From an optimization exercise on the open Yosys and OpenROAD flow, aimed at small area; shortcuts taken in it are not production practice. The RTL was checked by simulation tests, not by an equivalence proof against the original design. Power is estimated from default activity; no workload was simulated.

==> flow/design.v (outline; a module is shown in full before it is edited, if it fits) <==
// module tv80_alu: 356 lines
// module tv80_mcode: 2283 lines
// module tv80_reg: 35 lines
// module tv80_core: 1163 lines
// module tv80s: 122 lines
module tv80s ( 
  m1_n, mreq_n, iorq_n, rd_n, wr_n, rfsh_n, halt_n, busak_n, A, data_out,
  reset_n, clk, wait_n, int_n, nmi_n, busrq_n, data_in
  );
  // ...
==> flow/flow/run.sh <==
#!/bin/bash
# Standard synthesis, then an area-oriented re-mapping of the combinational
# logic only (flip-flops keep their names and cell types), then the standard
# layout steps.
set -euo pipefail
HERE=$(pwd)
R=$HERE/orfs/results/$FLOW_PLATFORM/tv80s/base
# extra make variables for the layout steps, one per line
EXTRA=()
if [[ -f flow/make_args.txt ]]; then mapfile -t EXTRA < flow/make_args.txt; fi

bash standard.sh synth > $HERE/1_standard_synth.log 2>&1
cp $R/1_2_yosys.v $HERE/1_2_yosys.standard.v

export REMAP_LIB=$FLOW_HOME/platforms/$FLOW_PLATFORM/lib/sky130_fd_sc_hd__tt_025C_1v80.lib
export REMAP_IN=$HERE/1_2_yosys.standard.v
export REMAP_OUT=$HERE/1_2_yosys.remap.v
export REMAP_TOP=$FLOW_TOP
export REMAP_SCRIPT=$HERE/flow/remap.abc
export REMAP_DONT_USE="$(sed -n '/^export DONT_USE_CELLS += /,/^$/p' $FLOW_HOME/platforms/$FLOW_PLATFORM/config.mk | tr -d '\\' | sed 's/export DONT_USE_CELLS +=//' | grep -o 'sky130_[A-Za-z0-9_]*' | tr '\n' ' ')"
yosys -c flow/remap.tcl > $HERE/1_remap.log 2>&1

# the remapped netlist replaces the standard one; make then rebuilds only 1_synth.odb
cp $REMAP_OUT $R/1_2_yosys.v
rm -f $R/1_synth.odb $R/1_synth.sdc
bash standard.sh "${EXTRA[@]}" synth > $HERE/1_odb.log 2>&1
bash standard.sh "${EXTRA[@]}" finish > $HERE/2_finish.log 2>&1
==> flow/flow/make_args.txt <==
BUFFER_PORTS_ARGS=-buffer_cell sky130_fd_sc_hd__buf_1
==> flow/flow/remap.abc <==
strash
&get -n
&deepsyn -T 600
&put
dch -f
map -D 5000 -F 1
topo
==> flow/flow/remap.tcl <==
# Re-map the combinational logic of the standard synthesis netlist with an
# area-oriented ABC script. Flip-flops (and their instance names and cell
# types) are kept exactly as the standard synthesis made them.
yosys -import
set lib $::env(REMAP_LIB)
read_liberty -ignore_miss_func $lib
read_verilog $::env(REMAP_IN)
hierarchy -top $::env(REMAP_TOP)
setattr -mod -set keep_hierarchy 1 sky130_fd_sc_hd__df* sky130_fd_sc_hd__edf* sky130_fd_sc_hd__sdf* sky130_fd_sc_hd__dl* sky130_fd_sc_hd__conb*
tee -o $::env(REMAP_OUT).before.stat stat
flatten
opt_clean -purge
set dontuse {}
foreach c $::env(REMAP_DONT_USE) { lappend dontuse -dont_use $c }
abc -liberty $lib {*}$dontuse -script $::env(REMAP_SCRIPT) $::env(REMAP_TOP)
opt_clean -purge
hilomap -singleton -hicell sky130_fd_sc_hd__conb_1 HI -locell sky130_fd_sc_hd__conb_1 LO $::env(REMAP_TOP)
splitnets
opt_clean -purge
tee -o $::env(REMAP_OUT).after.stat stat
select $::env(REMAP_TOP)
write_verilog -noattr -noexpr -nohex -nodec -selected $::env(REMAP_OUT)
==> flow/standard.sh <==
#!/bin/bash
# synth_recipe.tcl (not shown) runs the flow's synth.tcl, then flattens the netlist and writes it again
# the make line also repeats each setting of config.mk as NAME=value (left out here)
make -C /OpenROAD-flow-scripts/flow DESIGN_CONFIG=/design/flow/config.mk WORK_HOME=/design/flow/orfs CLKGATE_MAP_FILE= SYNTH_SCRIPT=/design/flow/synth_recipe.tcl "${@:-finish}"
==> flow/config.mk <==
export PLATFORM = sky130hd
export DESIGN_NAME = tv80s
export DESIGN_NICKNAME = tv80s
export VERILOG_FILES = /design/flow/design.v
export SDC_FILE = /design/flow/constraint.sdc
export NUM_CORES = 4
export LEC_CHECK = 0
export CAP_MARGIN = 20
export CORE_MARGIN = 2
export CORE_UTILIZATION = 40
export CTS_BUF_LIST = sky130_fd_sc_hd__clkbuf_8
export SETUP_SLACK_MARGIN = 0.3
export SLEW_MARGIN = 20
==> flow/constraint.sdc <==
create_clock -name core_clock -period 10.0 [get_ports {clk}]
set_input_delay 2.0000 -clock core_clock [delete_from_list [all_inputs] [get_ports {clk}]]
set_output_delay 2.0000 -clock core_clock [all_outputs]
set_load 0.01 [all_outputs]
==> impl_metrics.py, run 1 <==
metrics = {
    "timing": {
        "hold_viol": 0,
        "setup_viol": 0,
    },
    "outcome": {
        "status": "timing/DRC/antenna clean",
    },
    "setup_path": {
        "path_class": "reg2reg",
        "cp-startpoint": "i_tv80_core.IR[4]",
        "worst_ep_required_time_ns": 10.30,
        "end_kind": "flop",
        "critPathMaxFanout": 10,
    },
    "power_and_ir_drop": {
        "p_comb_share_pct": 61.3,
        "pg_seq_mw": 2.01,
        "p_leak_nw": 9.63,
    },
    "clock_tree": {
        "cts_tree": "built",
        "cts_buffer_depth": 3,
        "clock_latency_ns": 0.72,
        "clk_pin_slew_worst_paths_ns": 0.06,
    },
    "yosys": {
        "synth.avg_cell_area_um2": 6.98,
    },
    "finish": {
        "nFillCells": 6563,
        "dominant-cell-class": "multi-input combinational cells",
        "drive_above_1_share_pct": 7.39,
        "reg_top3": "i_tv80_core.i_reg.RegsH x64, i_tv80_core.i_reg.RegsL x64",
        "post-route-util_pct": 46.0,
    },
    "worst_hold_path": {
        "worstHoldStart": "i_tv80_core.Auto_Wait_t1",
    },
    "global_route": {
        "grt_max_degree": 34,
    },
    "die": {
        "die_y_um": 252,
        "fp.dieW_um": 252,
    },
    "place": {
        "post-dp-hpwl_mm": 126,
    },
}
==> run 2, diff against run 1 <==
==> flow/flow/remap.abc (replaced) <==
strash
&get -n
&deepsyn -T 600
&put
dch -f
map -D 5000
topo
--- a/flow/config.mk
+++ b/flow/config.mk
@@ -8,6 +8,5 @@
 export CAP_MARGIN = 20
 export CORE_MARGIN = 2
 export CORE_UTILIZATION = 40
-export CTS_BUF_LIST = sky130_fd_sc_hd__clkbuf_8
-export SETUP_SLACK_MARGIN = 0.3
+export SETUP_SLACK_MARGIN = 0.2
 export SLEW_MARGIN = 20
==> run 2 against run 1 <==
  * Still clean
  * Global-route usage up 0.099 points
  * Worst setup slack lost 0.15 ns
  * Register-to-register slack worse by 0.15 ns
  * Critical path depth up 2
  * First-iteration DRC count up 8.1%
  * Maximum frequency down 1.7%
  * Sequential share of layout area shrank 0.41 points
  * Power up 3.4%
  * Combinational power is 0.7% higher
  * Utilization is 0.63 points higher
  * Synthesized cell count grew 0.48%
  * Clock power up 17%
  * Highest routed layer unchanged
==> impl_metrics.py, run 2 <==
metrics = {
    "yosys": {
        "synth_cells": 3552,
        "synth_nets": 3566,
        "yosysWarnings": 5,
        "syn-cell-area_um2": 24700,
        "synth.avg_cell_area_um2": 6.96,
    },
    "setup_path": {
        "path_class": "reg2reg",
        "worst_ep_required_time_ns": 10.30,
        "path_buf_inv": 9,
        "crit_arrival_ns": 9.29,
        "cp_slowest_cell": "dfxtp_1",
        "cpPeakStageDelay_ns": 0.53,
        "start_kind": "flop",
        "end_kind": "flop",
        "crit_family": "compound AO/OA/AOI/OAI gates",
        "critPathMaxFanout": 8,
        "cpMostUsedCell": "clkinv_1",
    },
    "global_route": {
        "track_usage_pct": 50.0,
        "antenna_found_initial": 12,
        "use_met3_pct": 20.5,
        "met1_usage_pct": 62.8,
        "top_usage_layer": "met2",
        "first_global_vias": 29400,
        "grt_pass1_wl_mm": 226,
        "groute.layer.met2.usage_pct": 69.3,
        "grt_max_degree": 29,
        "grt-ovfl-total": 0,
    },
    "finish": {
        "drive_above_1_share_pct": 6.98,
        "final_common_cell": "nor2_1",
        "num-nets-final": 3821,
        "synthToLayoutAreaGrowth_pct": 15.9,
        "layout_common_cells": "nor2_1 (597), clkinv_1 (570), nand2_1 (463)",
        "nFillCells": 6469,
        "reg_top3": "i_tv80_core.i_reg.RegsH x64, i_tv80_core.i_reg.RegsL x64",
        "layoutNonFillerInstCount": 4639,
    },
    "timing": {
        "timing.fmax_mhz": 111,
        "timing.hold.ws_ns": 0.446,
        "maxSlewHeadroom_pct": 8.97,
        "fin_crit_ns": 8.99,
        "rsz0062_at_grt": "false",
        "slew_violations": 0,
        "clock_skew_ns": 0.0365,
        "hold_viol": 0,
        "setup_viol": 0,
        "tns_ns": 0,
        "final.period_utilization_pct": 89.9,
        "setup_ws_ns": 1.01,
        "worst_slew_pin_slew_ns": 1.35,
    },
    "routing": {
        "dr.pass1.iters": 9,
        "vias": 32400,
        "ant_nets": 0,
        "vias_per_cell": 6.99,
        "drc_errors": 0,
        "first_iter_violations": 6085,
        "drt-wirelength-per-cell_um": 35.2,
        "wl_mm": 163,
    },
    "clock_tree": {
        "cts_max_level": 2,
        "cts_tree": "built",
        "cts_buffer_depth": 3,
        "cts_made_buffers": 43,
        "clock_latency_ns": 0.66,
        "cts_sinks": 351,
        "cts-root-buf": "clkbuf_16",
        "clk_pin_slew_worst_paths_ns": 0.07,
    },
    "outcome": {
        "status": "timing/DRC/antenna clean",
    },
    "die": {
        "coreArea_um2": 61400,
        "die_area_um2": 63800,
        "initial_utilization_pct": 40.3,
        "rows": 91,
        "die_y_um": 253,
        "fp.dieW_um": 253,
        "ioPinCount": 46,
    },
    "worst_hold_path": {
        "min_path_type": "reg2reg",
    },
    "place": {
        "dp_cells": 4551,
        "place.port_buffers": 45,
        "post-place-ws_ns": 1.04,
        "gp_congestion": 1.13,
        "post-dp-hpwl_mm": 128,
    },
    "power_and_ir_drop": {
        "p_leak_nw": 9.77,
        "power.density_nw_per_um2": 322,
        "vdd_ir_drop_max_mv": 0.172,
    },
    "job": {
        "drv_cap": 0,
    },
}
==> run 2: worst paths after layout <==
kind / startpoint / end / slack (ns) / depth (start not counted)
worst max register to register: i_tv80_core.IR[5] / i_tv80_core.i_reg.RegsH[6][6] / 1.01 / 43
worst max-delay path: i_tv80_core.IR[5] / i_tv80_core.i_reg.RegsH[6][6] / 1.01 / 43
worst min register to register: i_tv80_core.Auto_Wait_t1 / i_tv80_core.Auto_Wait_t2 / 0.45 / 2
worst min-delay path: i_tv80_core.Auto_Wait_t1 / i_tv80_core.Auto_Wait_t2 / 0.45 / 2
==> run 2: repair_timing <==
item / 4_1_cts / 5_1_grt
gates resized for setup: 0 / 5
buffers inserted: 0 / 0
endpoints found under the setup margin: 0 / 32
hold buffers: 0 / 0
==> run 2: power breakdown <==
group	internal, mW	total, mW	leakage [nW]	switching, mW
Sequential	1.74	2.03	3.06	0.288
Clock	0.969	1.68	0.704	0.716
Combinational	1.49	5.51	6.00	4.02
Total	4.20	9.23	9.77	5.02
==> run 2: layout make-up <==
cell class,instances,area [um^2],area share [%]
multi-input cells,2632,14000,49.0
flip-flops and latches,351,8570,29.9
inverters,569,2140,7.47
repair buffers,210,1410,4.92
clock buffers,57,1180,4.12
well taps,790,988,3.45
clock inverters,23,302,1.05
diodes,7,17.5,0.0612
==> run 2: per-layer routing <==
metal / share of wire [%] / up-vias
li1: - / 13500
met1: 37 / 15200
met4: 8.8 / 11
met3: 15 / 826
met2: 39 / 2858
met5: 0.11 / -
==> run 2: through the flow <==
stage	util (%)	instance area, um^2	power [mW]
after floorplan	-	24700	4.83
after global placement	44.2	27100	7.20
after detailed placement	44.2	27100	7.15
after CTS	46.6	28600	8.81
after global routing	46.6	28600	9.41
final	46.7	28600	9.23
==> run 2: worst register-to-register path, delay by kind of cell (launching register included) <==
kind	cells	cell delay, ns
AO/OA/AOI/OAI	14	3.25
XOR/XNOR	3	0.69
buffers and inverters	9	1.57
flip-flops	1	0.53
AND/OR/NAND/NOR	17	2.60

[afterwards: timing with drivers on the ports]
Ports are ideal in the flow. The routed layouts listed here were re-timed in OpenROAD. Step 1 sets driving cells, clkbuf_16 on the clock port and buf_2 on the other inputs (assumed; they add their load-dependent delay and slew). Step 2 moves the port delays by t, midway between the first and last clock arrival at a register: inputs arrive t later, outputs are due t later. That takes back most of the time a late clock gives input paths. a / b / c = ideal / step 1 / step 2; a / b = the first two.
run | shift t [ns] | setup WS [ns] | hold WS [ns] | latest minus earliest clock arrival (ns) | worst slew at a driven data input, ns
run 1 | 0.756 | 1.159 / 1.159 / 1.159 | 0.443 / 0.443 / 0.443 | 0.052 / 0.052 | 0.07
run 2 | 0.710 | 1.005 / 1.005 / 1.005 | 0.446 / 0.446 / 0.446 | 0.038 / 0.038 | 0.10
After both steps every run listed still meets setup and hold.
